Source: an optimization exercise on an open RTL-to-GDS flow (aim: small area). Production flows keep margins and buffers that such runs may drop.
In this exercise RTL edits were held to simulation tests only and were not proved equivalent to the original.
No activity file was given, so power comes from the tool's default toggle rates.

## config.mk

```make
export PLATFORM = sky130hd
export DESIGN_NAME = t11_cpu
export DESIGN_NICKNAME = t11_cpu
export VERILOG_FILES = /design/flow/design.v
export SDC_FILE = /design/flow/constraint.sdc
export NUM_CORES = 4
export LEC_CHECK = 0
export CAP_MARGIN = 20
export CORE_MARGIN = 2
export CORE_UTILIZATION = 40
export SLEW_MARGIN = 20
```

## constraint.sdc

```tcl
create_clock -name core_clock -period 11.0 [get_ports {clk}]
set_input_delay 2.2000 -clock core_clock [delete_from_list [all_inputs] [get_ports {clk}]]
set_output_delay 2.2000 -clock core_clock [all_outputs]
set_load 0.01 [all_outputs]
```

## design.v

```verilog
localparam na    = 4'h0;
localparam sel_a = 4'h0;  
localparam sel_b = 4'h1;  
localparam coma  = 4'h2;  
localparam adc_d = 4'h3;  
localparam adec  = 4'h4;  
localparam ainc  = 4'h5;  
localparam axorb = 4'h6;  
localparam aandb = 4'h7;  
localparam asifd = 4'h8;  
localparam alsfb = 4'h9;  
localparam aplsb = 4'ha;  
localparam aplb1 = 4'hb;  
localparam amnsb = 4'hc;  
localparam amns1 = 4'he;  
localparam mask  = 4'hf;  
localparam nwr = 2'b00;  
localparam wra = 2'b01;  
localparam wrb = 2'b10;  
localparam wen = 2'b11;  
localparam inc = 4'h0;  
localparam jmp = 4'h1;  
localparam jz  = 4'h2;  
localparam jnz = 4'h3;  
localparam jc  = 4'h4;  
localparam jnc = 4'h5;  
localparam js  = 4'h6;  
localparam jns = 4'h7;  
localparam cal = 4'h8;  
localparam ret = 4'h9;  
localparam cip = 4'ha;  
localparam csd = 4'hb;  
localparam cdd = 4'hc;  
localparam next = 13'h0;  
localparam sp_r0 = 4'h0;  
localparam sp_r1 = 4'h1;  
localparam sp_r2 = 4'h2;  
localparam sp_r3 = 4'h3;  
localparam sp_r4 = 4'h4;  
localparam sp_r5 = 4'h5;  
localparam sp_sp = 4'h6;  
localparam sp_pc = 4'h7;  
localparam sp_w1 = 4'h8;  
localparam sp_sc = 4'h9;  
localparam sp_di = 4'ha;  
localparam sp_dt = 4'hb;  
localparam sp_ir = 4'hc;  
localparam sp_ab = 4'hd;  
localparam sp_s1 = 4'he;  
localparam sp_s2 = 4'hf;  
localparam ps_carry    = 2'd0;
localparam ps_overflow = 2'd1;
localparam ps_zero     = 2'd2;
localparam ps_neg      = 2'd3;
module microrom(
  input clk,
  input [8:0] addr,
  output reg [26:0] data
);
localparam na    = 4'h0;
localparam sel_a = 4'h0;  
localparam sel_b = 4'h1;  
localparam coma  = 4'h2;  
localparam adc_d = 4'h3;  
localparam adec  = 4'h4;  
localparam ainc  = 4'h5;  
localparam axorb = 4'h6;  
localparam aandb = 4'h7;  
localparam asifd = 4'h8;  
localparam alsfb = 4'h9;  
localparam aplsb = 4'ha;  
localparam aplb1 = 4'hb;  
localparam amnsb = 4'hc;  
localparam amns1 = 4'he;  
localparam mask  = 4'hf;  
localparam nwr = 2'b00;  
localparam wra = 2'b01;  
localparam wrb = 2'b10;  
localparam wen = 2'b11;  
localparam inc = 4'h0;  
localparam jmp = 4'h1;  
localparam jz  = 4'h2;  
localparam jnz = 4'h3;  
localparam jc  = 4'h4;  
localparam jnc = 4'h5;  
localparam js  = 4'h6;  
localparam jns = 4'h7;  
localparam cal = 4'h8;  
localparam ret = 4'h9;  
localparam cip = 4'ha;  
localparam csd = 4'hb;  
localparam cdd = 4'hc;  
localparam next = 13'h0;  
localparam sp_r0 = 4'h0;  
localparam sp_r1 = 4'h1;  
localparam sp_r2 = 4'h2;  
localparam sp_r3 = 4'h3;  
localparam sp_r4 = 4'h4;  
localparam sp_r5 = 4'h5;  
localparam sp_sp = 4'h6;  
localparam sp_pc = 4'h7;  
localparam sp_w1 = 4'h8;  
localparam sp_sc = 4'h9;  
localparam sp_di = 4'ha;  
localparam sp_dt = 4'hb;  
localparam sp_ir = 4'hc;  
localparam sp_ab = 4'hd;  
localparam sp_s1 = 4'he;  
localparam sp_s2 = 4'hf;  
localparam ps_carry    = 2'd0;
localparam ps_overflow = 2'd1;
localparam ps_zero     = 2'd2;
localparam ps_neg      = 2'd3;
always @(*)
  case (addr)
    9'h000: data = { sel_a, sp_pc, sp_ab, wrb, next };
    9'h001: data = { sel_a, sp_di, sp_ir, wrb, next };
    9'h002: data = { ainc, sp_pc, sp_pc, wrb, cip, 9'h0 };
    9'h003: data = { na, na, na, nwr, jmp, 9'h0 };
    9'h008: data = { na, na, na, nwr, jz, 9'h00e };
    9'h009: data = { mask, na, sp_w1, wrb, next };
    9'h00a: data = { aandb, sp_ir, sp_w1, wrb, next };
    9'h00b: data = { aplsb, sp_w1, sp_w1, wrb, next };
    9'h00c: data = { coma, sp_w1, sp_w1, wrb, next };
    9'h00d: data = { aplb1, sp_pc, sp_w1, wra, ret, 9'h0 };
    9'h00e: data = { na, na, na, nwr, ret, 9'h0 };
    9'h028: data = { na, na, na, nwr, csd, 9'h0 };
    9'h029: data = { amns1, sp_w1, na, wra, next };
    9'h02a: data = { na, na, na, nwr, cdd, 9'h0 };
    9'h040: data = { na, na, na, nwr, csd, 9'h0 };
    9'h041: data = { na, na, na, nwr, cdd, 9'h0 };
    9'h042: data = { na, na, na, nwr, ret, 9'h0 };
    9'h100: data = { sel_a, sp_sc, sp_w1, wrb, ret, 9'h0 };
    9'h110: data = { sel_a, sp_w1, sp_dt, wrb, ret, 9'h0 };
    9'h120: data = { sel_a, sp_sc, sp_ab, wrb, next };
    9'h121: data = { sel_a, sp_di, sp_w1, wrb, ret, 9'h0 };
    9'h130: data = { sel_a, sp_dt, sp_ab, wen, ret, 9'h0 };
    9'h140: data = { sel_a, sp_sc, sp_ab, wrb, next };
    9'h141: data = { sel_a, sp_di, sp_w1, wrb, next };
    9'h142: data = { ainc, sp_sc, sp_sc, wrb, ret, 9'h0 };
    9'h150: data = { sel_a, sp_dt, sp_ab, wen, next };
    9'h151: data = { ainc, sp_dt, sp_dt, wrb, ret, 9'h0 };
    9'h160: data = { sel_a, sp_sc, sp_ab, wrb, next };
    9'h161: data = { sel_a, sp_di, sp_ab, wrb, next };
    9'h162: data = { sel_a, sp_di, sp_w1, wrb, next };
    9'h163: data = { ainc, sp_sc, sp_sc, wrb, ret, 9'h0 };
    9'h170: data = { sel_a, sp_dt, sp_ab, wrb, next };
    9'h171: data = { sel_a, sp_di, sp_ab, wen, next };
    9'h172: data = { ainc, sp_dt, sp_dt, wrb, ret, 9'h0 };
    9'h1a0: data = { sel_a, sp_sc, sp_ab, wrb, next };
    9'h1a1: data = { sel_a, sp_di, sp_ab, wrb, next };
    9'h1a2: data = { sel_a, sp_di, sp_w1, wrb, next };
    9'h1a3: data = { adec, sp_sc, sp_sc, wrb, ret, 9'h0 };
    9'h1b0: data = { sel_a, sp_dt, sp_ab, wrb, next };
    9'h1b1: data = { sel_a, sp_di, sp_ab, wen, next };
    9'h1b2: data = { adec, sp_dt, sp_dt, wrb, ret, 9'h0 };
    9'h180: data = { sel_a, sp_sc, sp_ab, wrb, next };
    9'h181: data = { sel_a, sp_di, sp_w1, wrb, next };
    9'h182: data = { adec, sp_sc, sp_sc, wra, ret, 9'h0 };
    9'h190: data = { sel_a, sp_dt, sp_ab, wen, next };
    9'h191: data = { adec, sp_dt, sp_dt, wra, ret, 9'h0 };
    9'h1ff: data = { na, na, na, nwr, jmp, 9'h0 };
    default: data = { na, na, na, nwr, jmp, 9'h0 };
  endcase
endmodule
module T11(
  input reset,
  input clk,
  output [15:0] addr,
  input [15:0] din,
  output [15:0] dout,
  output wr_n,
  output reg [8:0] microrom_addr,
  input [26:0] microrom_data
);
localparam na    = 4'h0;
localparam sel_a = 4'h0;  
localparam sel_b = 4'h1;  
localparam coma  = 4'h2;  
localparam adc_d = 4'h3;  
localparam adec  = 4'h4;  
localparam ainc  = 4'h5;  
localparam axorb = 4'h6;  
localparam aandb = 4'h7;  
localparam asifd = 4'h8;  
localparam alsfb = 4'h9;  
localparam aplsb = 4'ha;  
localparam aplb1 = 4'hb;  
localparam amnsb = 4'hc;  
localparam amns1 = 4'he;  
localparam mask  = 4'hf;  
localparam nwr = 2'b00;  
localparam wra = 2'b01;  
localparam wrb = 2'b10;  
localparam wen = 2'b11;  
localparam inc = 4'h0;  
localparam jmp = 4'h1;  
localparam jz  = 4'h2;  
localparam jnz = 4'h3;  
localparam jc  = 4'h4;  
localparam jnc = 4'h5;  
localparam js  = 4'h6;  
localparam jns = 4'h7;  
localparam cal = 4'h8;  
localparam ret = 4'h9;  
localparam cip = 4'ha;  
localparam csd = 4'hb;  
localparam cdd = 4'hc;  
localparam next = 13'h0;  
localparam sp_r0 = 4'h0;  
localparam sp_r1 = 4'h1;  
localparam sp_r2 = 4'h2;  
localparam sp_r3 = 4'h3;  
localparam sp_r4 = 4'h4;  
localparam sp_r5 = 4'h5;  
localparam sp_sp = 4'h6;  
localparam sp_pc = 4'h7;  
localparam sp_w1 = 4'h8;  
localparam sp_sc = 4'h9;  
localparam sp_di = 4'ha;  
localparam sp_dt = 4'hb;  
localparam sp_ir = 4'hc;  
localparam sp_ab = 4'hd;  
localparam sp_s1 = 4'he;  
localparam sp_s2 = 4'hf;  
localparam ps_carry    = 2'd0;
localparam ps_overflow = 2'd1;
localparam ps_zero     = 2'd2;
localparam ps_neg      = 2'd3;
reg [15:0] MR;   
reg [15:0] SP[15:0];  
wire [15:0] IR = SP[sp_ir];
wire       i6 = IR[15];
wire [2:0] i5 = IR[14:12];
wire [2:0] i4 = IR[11:9];
wire [3:0] i3 = IR[8:6];
wire [2:0] i2 = IR[5:3];
wire [3:0] i1 = IR[2:0];
wire [3:0] ALU_OPE   = microrom_data[26:23];  
wire [3:0] ALU_ASL   = microrom_data[22:19];  
wire [3:0] ALU_BSL   = microrom_data[18:15];  
wire [1:0] ALU_WB    = microrom_data[14:13];  
wire [3:0] MW_P1     = microrom_data[12:9];   
wire [8:0] MW_SEQ    = microrom_data[8:0];    
wire [8:0] ivect = i5 != 0 ? { i5, 6'd0 } : { 3'b0, i4, 3'd0 };
wire [8:0] next_seq =
  MW_P1 == cip ? ivect :
  MW_P1 == csd ? { 1'b1, i5 ? i4 : i2, 5'h0 } :  
  MW_P1 == cdd ? { 1'b1, i2, 5'h10 } :
  MW_P1 == ret ? SP[sp_s1] :
  MW_P1 == jmp || MW_P1 == cal  ? MW_SEQ :
  MW_P1 == jz  &  PSW[ps_zero]  ? MW_SEQ :
  MW_P1 == jnz & ~PSW[ps_zero]  ? MW_SEQ :
  MW_P1 == jc  &  PSW[ps_carry] ? MW_SEQ :
  MW_P1 == jnc & ~PSW[ps_carry] ? MW_SEQ :
  MW_P1 == js  &  PSW[ps_neg]   ? MW_SEQ :
  MW_P1 == jns & ~PSW[ps_neg]   ? MW_SEQ : microrom_addr + 9'd1;
wire call = MW_P1 == cip || MW_P1 == csd || MW_P1 == cdd || MW_P1 == cal;
assign addr = ALU_BSL == sp_ab ? AOUT : 16'd0;
assign dout = ALU_BSL == sp_ab ? SP[sp_w1] : 16'd0;
assign wr_n = ALU_WB == wen ? 1'b0 : 1'b1;
wire [15:0] AIN =
  ALU_ASL == sp_sc ? SP[i5 ? i3 : i1] :  
  ALU_ASL == sp_dt ? SP[i1] : SP[ALU_ASL];
wire [15:0] BIN =
  ALU_BSL == sp_sc ? SP[i5 ? i3 : i1] :  
  ALU_BSL == sp_dt ? SP[i1] : SP[ALU_BSL];
wire updateflags =
  ALU_OPE == aplsb |
  ALU_OPE == amnsb |
  ALU_OPE == amns1;
reg [15:0] PSW;
always @(posedge clk)
  if (updateflags)
    PSW <= {
      12'd0,
      AOUT[15],       
      AOUT == 15'd0,  
      1'b0,           
      AC              
    };
wire [15:0] winc = i6 && i1 != sp_pc && i1 != sp_sp ? 16'd1 : 16'd2;
wire AC;
wire [15:0] AOUT;
assign { AC, AOUT } =
  ALU_OPE == sel_a ? AIN :
  ALU_OPE == sel_b ? BIN :
  ALU_OPE == aplsb ? AIN + BIN :
  ALU_OPE == amnsb ? AIN - BIN :
  ALU_OPE == ainc ? AIN + winc :
  ALU_OPE == adec ? AIN - winc :
  ALU_OPE == amns1 ? AIN - 16'd1 :
  ALU_OPE == mask ? 16'hf :
  ALU_OPE == aandb ? AIN & BIN :
  ALU_OPE == coma ? ~AIN :
  ALU_OPE == aplb1 ? AIN + BIN + 16'd1 : 17'd0;
wire [3:0] AWB = ALU_ASL == sp_sc ? i3 : ALU_ASL == sp_dt ? i1 : ALU_ASL;
wire [3:0] BWB = ALU_BSL == sp_sc ? i3 : ALU_BSL == sp_dt ? i1 : ALU_BSL;
reg started, powered;
always @(posedge clk) begin
  if (reset) begin
    powered <= 1'b1;
    microrom_addr <= 9'h1ff;
    SP[sp_ir] <= 16'd0;
    MR <= din;
    SP[sp_pc] <=
      (MR[15:13] == 3'd0 ? 16'hc000 : 16'd0) |
      (MR[15:13] == 3'd1 ? 16'h8000 : 16'd0) |
      (MR[15:13] == 3'd3 ? 16'h2000 : 16'd0) |
      (MR[15:13] == 3'd2 ? 16'h4000 : 16'd0) |
      (MR[15:13] == 3'd4 ? 16'h1000 : 16'd0) |
      (MR[15:13] == 3'd5 ? 16'h0000 : 16'd0) |
      (MR[15:13] == 3'd6 ? 16'hf600 : 16'd0) |
      (MR[15:13] == 3'd7 ? 16'hf400 : 16'd0);
    if (started) SP[sp_pc][2] <= 1'b1;
  end
  else begin
    started <= powered;
    microrom_addr <= next_seq;
    SP[sp_di] <= din;
    if (ALU_WB[0]) SP[AWB] <= { i6 ? SP[AWB][15:8] : AOUT[15:8], AOUT[7:0] };
    if (ALU_WB[1]) SP[BWB] <= { i6 ? SP[BWB][15:8] : AOUT[15:8], AOUT[7:0] };
    if (call) { SP[sp_s2], SP[sp_s1] } <= { SP[sp_s1], {7'd0, microrom_addr+9'd1}};
    if (MW_P1 == ret) { SP[sp_s2], SP[sp_s1] } <= { 16'd0, SP[sp_s2] };
  end
end
wire [15:0] debug_sp0 = SP[4'h0];
wire [15:0] debug_sp1 = SP[4'h1];
wire [15:0] debug_sp2 = SP[4'h2];
wire [15:0] debug_sp3 = SP[4'h3];
wire [15:0] debug_sp4 = SP[4'h4];
wire [15:0] debug_sp5 = SP[4'h5];
wire [15:0] debug_sp6 = SP[4'h6];
wire [15:0] debug_sp7 = SP[4'h7];
wire [15:0] debug_sp8 = SP[4'h8];
wire [15:0] debug_sp9 = SP[4'h9];
wire [15:0] debug_spa = SP[4'ha];
wire [15:0] debug_spb = SP[4'hb];
wire [15:0] debug_spc = SP[4'hc];
wire [15:0] debug_spd = SP[4'hd];
wire [15:0] debug_spe = SP[4'he];
wire [15:0] debug_spf = SP[4'hf];
endmodule
module t11_cpu(
  input         clk,
  input         reset,
  output [15:0] addr,
  input  [15:0] din,
  output [15:0] dout,
  output        wr_n
);
wire [8:0]  microrom_addr;
wire [26:0] microrom_data;
T11 cpu(
  .reset(reset),
  .clk(clk),
  .addr(addr),
  .din(din),
  .dout(dout),
  .wr_n(wr_n),
  .microrom_addr(microrom_addr),
  .microrom_data(microrom_data)
);
microrom rom(
  .clk(clk),
  .addr(microrom_addr),
  .data(microrom_data)
);
endmodule
```

## run.sh

```bash
#!/bin/bash
# synth_recipe.tcl (not shown) runs the flow's synth.tcl, then flattens the netlist and writes it again
# the make line also repeats each setting of config.mk as NAME=value (left out here)
make -C /OpenROAD-flow-scripts/flow DESIGN_CONFIG=/design/flow/config.mk WORK_HOME=/design/flow/orfs CLKGATE_MAP_FILE= SYNTH_SCRIPT=/design/flow/synth_recipe.tcl finish
```

==> run summary <==
status=finished clean; DRT iter0 DRCs=3155; synth-to-layout area growth=14.09%; PwrDens=around 140 mW/mm2; Final Skew=~0.017 ns; Hold WC Path Type=flip-flop to flip-flop; DRT Wirelength=91050 um; Worst VDD drop=around 130 uV; FF-to-FF Start=cpu.microrom_addr[2]; Crit. path cell count=27; routed len/inst=~31 um; CTS tree=done; Num CTS Buffers=30; Worst-Skew Late Latency=around 0.61 ns; critical path class=flip-flop to output port; Core Rows=80; r2r endpoint=cpu.PSW[2]; Worst-path clk slew=about 0.060 ns; startpoint types=flip-flop; nets@finish=2339; CTS Hold Bufs=0; RSZ-0062 raised after global routing=no; Main synth FF type=edfxtp_1; Fillers=4583; global route overflow=0; Core Area=approximately 0.048 mm2; die area=a little over 0.05 mm2; clock root cell=clkbuf_16; Synth top cells by count=402 x nand2_1, 243 x edfxtp_1, 166 x nor2_1, 149 x nand3_1, 139 x a21oi_1; GP Congestion=1.058; first-pass GRT wire length=between 100000 and 150000 um; cell taking the most area after synthesis=edfxtp_1; # DRC=0; Yosys top cell area share=a little under two fifths; number of I/O pins=roughly 50; final slew viol count=0; CP top delay family=compound AO/OA/AOI/OAI gates; CP endpoint=addr[15]; fmax=93.91 MHz; sequential fraction of the synthesis area=between 30% and 40%; vias in the first global route=~19000; pre-CTS setup slack=between 0.4 and 0.5 ns; relative slew slack=approximately a fifth; most frequent cell after synthesis=nand2_1; Die Ht=around 220 um; Final WS setup=0.3513 ns; Yosys warnings=2; CTS HTree Levels=1; Critical Path AT=around 8.5 ns; WHS=~0.57 ns; DR vias=between 20000 and 25000; First-pass DRT Iterations=6; Post-synth EDFFs=approximately 240; FF-to-FF setup slack=about 2.6 ns; most frequent CP cell=a21oi_1; Final Hold Fails=0; CP Launch Point=cpu.microrom_addr[2]; Die W=~220 um; Max Cap Viol=0; CP max stage cell=a21oi_4; R2R cell count=29; largest net degree at the start of global routing=between 50 and 60; post-DP HPWL=around 67000 um; Post-Place Cell Area=about 0.021 mm2; Post-synth ARST share=0%; Bufs on Longest Clock Path=3; Bufs and invs on worst path=4; cells after synthesis=~2200; synthesized area per cell=approximately 8.7 um2; Leakage Power=a little under 8 nW; Worst Setup End Kind=output port; worst slew pin tran=1.204 ns; Detail Route Antenna Nets=0; PortBufs=50; synthesized cell area=0.01953 mm2; crit path max fanout=21; layout cell share with drive strength beyond 1=between 10% and 20%; total global-route track usage=35.18%; library cells used by synthesis=112; final instance area=between 0.02 and 0.025 mm2; Setup violations, final=0; Req. time, crit path=~8.8 ns; Final TNS setup=0 ns; Starting Density=40.74%; vias per inst=~6.9; crit path time final=~11 ns; critical path's largest stage delay=0.82 ns; synth top area cells=edfxtp_1 37%, nand2_1 7.7%, nand3_1 3.8%, mux4_2 3.8%, a21oi_1 3.6%; CTS Sinks=252; FF+latch count, synth=~250; Tcrit/Tclk final=96.81%; initial antenna violation count=4
-- state kept, by name, summed over array words and instances, names as in the netlist --
signal             count
cpu.SP               239
cpu.microrom_addr      9
cpu.MR                 3
cpu.PSW                1
-- logic make-up after synthesis --
kind of cell | after synthesis | synth area share, %
AO/OA/AOI/OAI | 604 | 21.54
XOR/XNOR | 50 | 2.242
adder cells (fa/ha/maj) | 29 | 1.973
buffers and inverters | 231 | 5.124
flip-flops | 252 | 38.28
multiplexers | 95 | 7.155
other | 1 | 0.01920
AND/OR/NAND/NOR | 976 | 23.67
-- per-stage QoR --
| step | total power, mW | util (%) | std cells |
|---|---|---|---|
| floorplan | 1.671 | - | 2252 |
| finish | 3.039 | 46.48 | 2928 |
| global route | 3.123 | 46.47 | 2927 |
| CTS | 2.993 | 46.17 | 2921 |
| detailed placement | 2.001 | 44.15 | 2869 |
| global placement | 2.005 | 44.13 | 2869 |
-- layout by cell type, fill, tap and decap left out, types with 36 or more instances in the layout --
master	n
edfxtp_1	243
buf_4	123
a211oi_1	56
nand3_1	148
a21oi_1	137
nor3_1	45
o21ai_0	108
clkdlybuf4s50_1	50
and3_1	41
xnor2_1	36
inv_1	52
nor2_1	163
nand2_1	401
-- per-layer routing --
layer | GRT usage (%) | vias up | wire length (um)
li1 | - | 8546 | -
met5 | 0 | - | 45
met1 | 47.89 | 9878 | 35660
met3 | 9.257 | 320 | 11630
met2 | 51.55 | 1483 | 37970
met4 | 17.65 | 6 | 5741
-- how the worst min path moves through the flow --
stage | from | end | slack [ns] | depth (start not counted)
6_report | cpu.SP[14][4] | cpu.microrom_addr[4] | 0.57 | 2
5_1_grt | cpu.SP[14][4] | cpu.microrom_addr[4] | 0.60 | 2
4_1_cts | cpu.SP[14][4] | cpu.microrom_addr[4] | 0.57 | 2
3_5_place_dp | cpu.SP[14][4] | cpu.microrom_addr[4] | 0.56 | 2
3_3_place_gp | cpu.SP[14][4] | cpu.microrom_addr[4] | 0.56 | 2
2_1_floorplan | cpu.SP[12][5] | cpu.microrom_addr[7] | 0.47 | 2
-- worst reg2reg max path: cells and delay by family (launching register included) --
| kind | cells | cell delay, ns |
|---|---|---|
| AO/OA/AOI/OAI | 10 | 3.32 |
| AND/OR/NAND/NOR | 10 | 2.29 |
| buffers and inverters | 6 | 1.38 |
| flip-flops | 1 | 0.69 |
| adder cells (fa/ha/maj) | 1 | 0.31 |
| XOR/XNOR | 2 | 0.27 |
-- power breakdown --
group | total, mW | switching, mW | internal [mW]
Clock | 0.998 | 0.430 | 0.568
Sequential | 1.14 | 0.0341 | 1.11
Combinational | 0.900 | 0.611 | 0.289
Total | 3.04 | 1.08 | 1.96
-- cell type report --
type | count | area, um2 | share of cell area, %
sequential | 252 | 7477 | 33.55
inverter | 60 | 227.7 | 1.022
timing repair buffer | 178 | 1506 | 6.760
antenna | 1 | 2.502 | 0.01123
clock buffer | 31 | 754.5 | 3.386
clock inverter | 21 | 212.7 | 0.9545
multi-input combinational | 1770 | 11330 | 50.86
tap | 615 | 769.5 | 3.453
-- timing repair --
item                       in CTS  in global routing
buffers inserted                0                  5
setup endpoints to repair       5                 10
pin swaps                       0                  4
gates resized for setup         2                 18
gates cloned                    0                  1

-- static timing again, ports no longer ideal --
The results above use ideal ports. As a check the final layout listed here was re-extracted and re-timed, cells and wires unchanged.
Step 1 sets driving cells, clkbuf_16 on the clock port and buf_2 on the other inputs (assumed; they add their load-dependent delay and slew).
Step 2, shift: input delay + t, output delay - t, t = (earliest + latest rising clock arrival at the registers) / 2. This alone moves slack from input paths to output paths.
Three values: ideal, step 1, step 2; two values: the first two.
t (ns): 0.656
slack for setup (ns): 0.351 / 0.298 / 0.954
worst hold slack (ns): 0.567 / 0.567 / 0.567
latest minus earliest clock arrival (ns): 0.017 / 0.016
worst data-port slew with drivers (ns): 0.07
After both steps this run still meets setup and hold. The setup slack of this run moves by -0.053 ns with the drivers and by +0.603 ns with both steps.
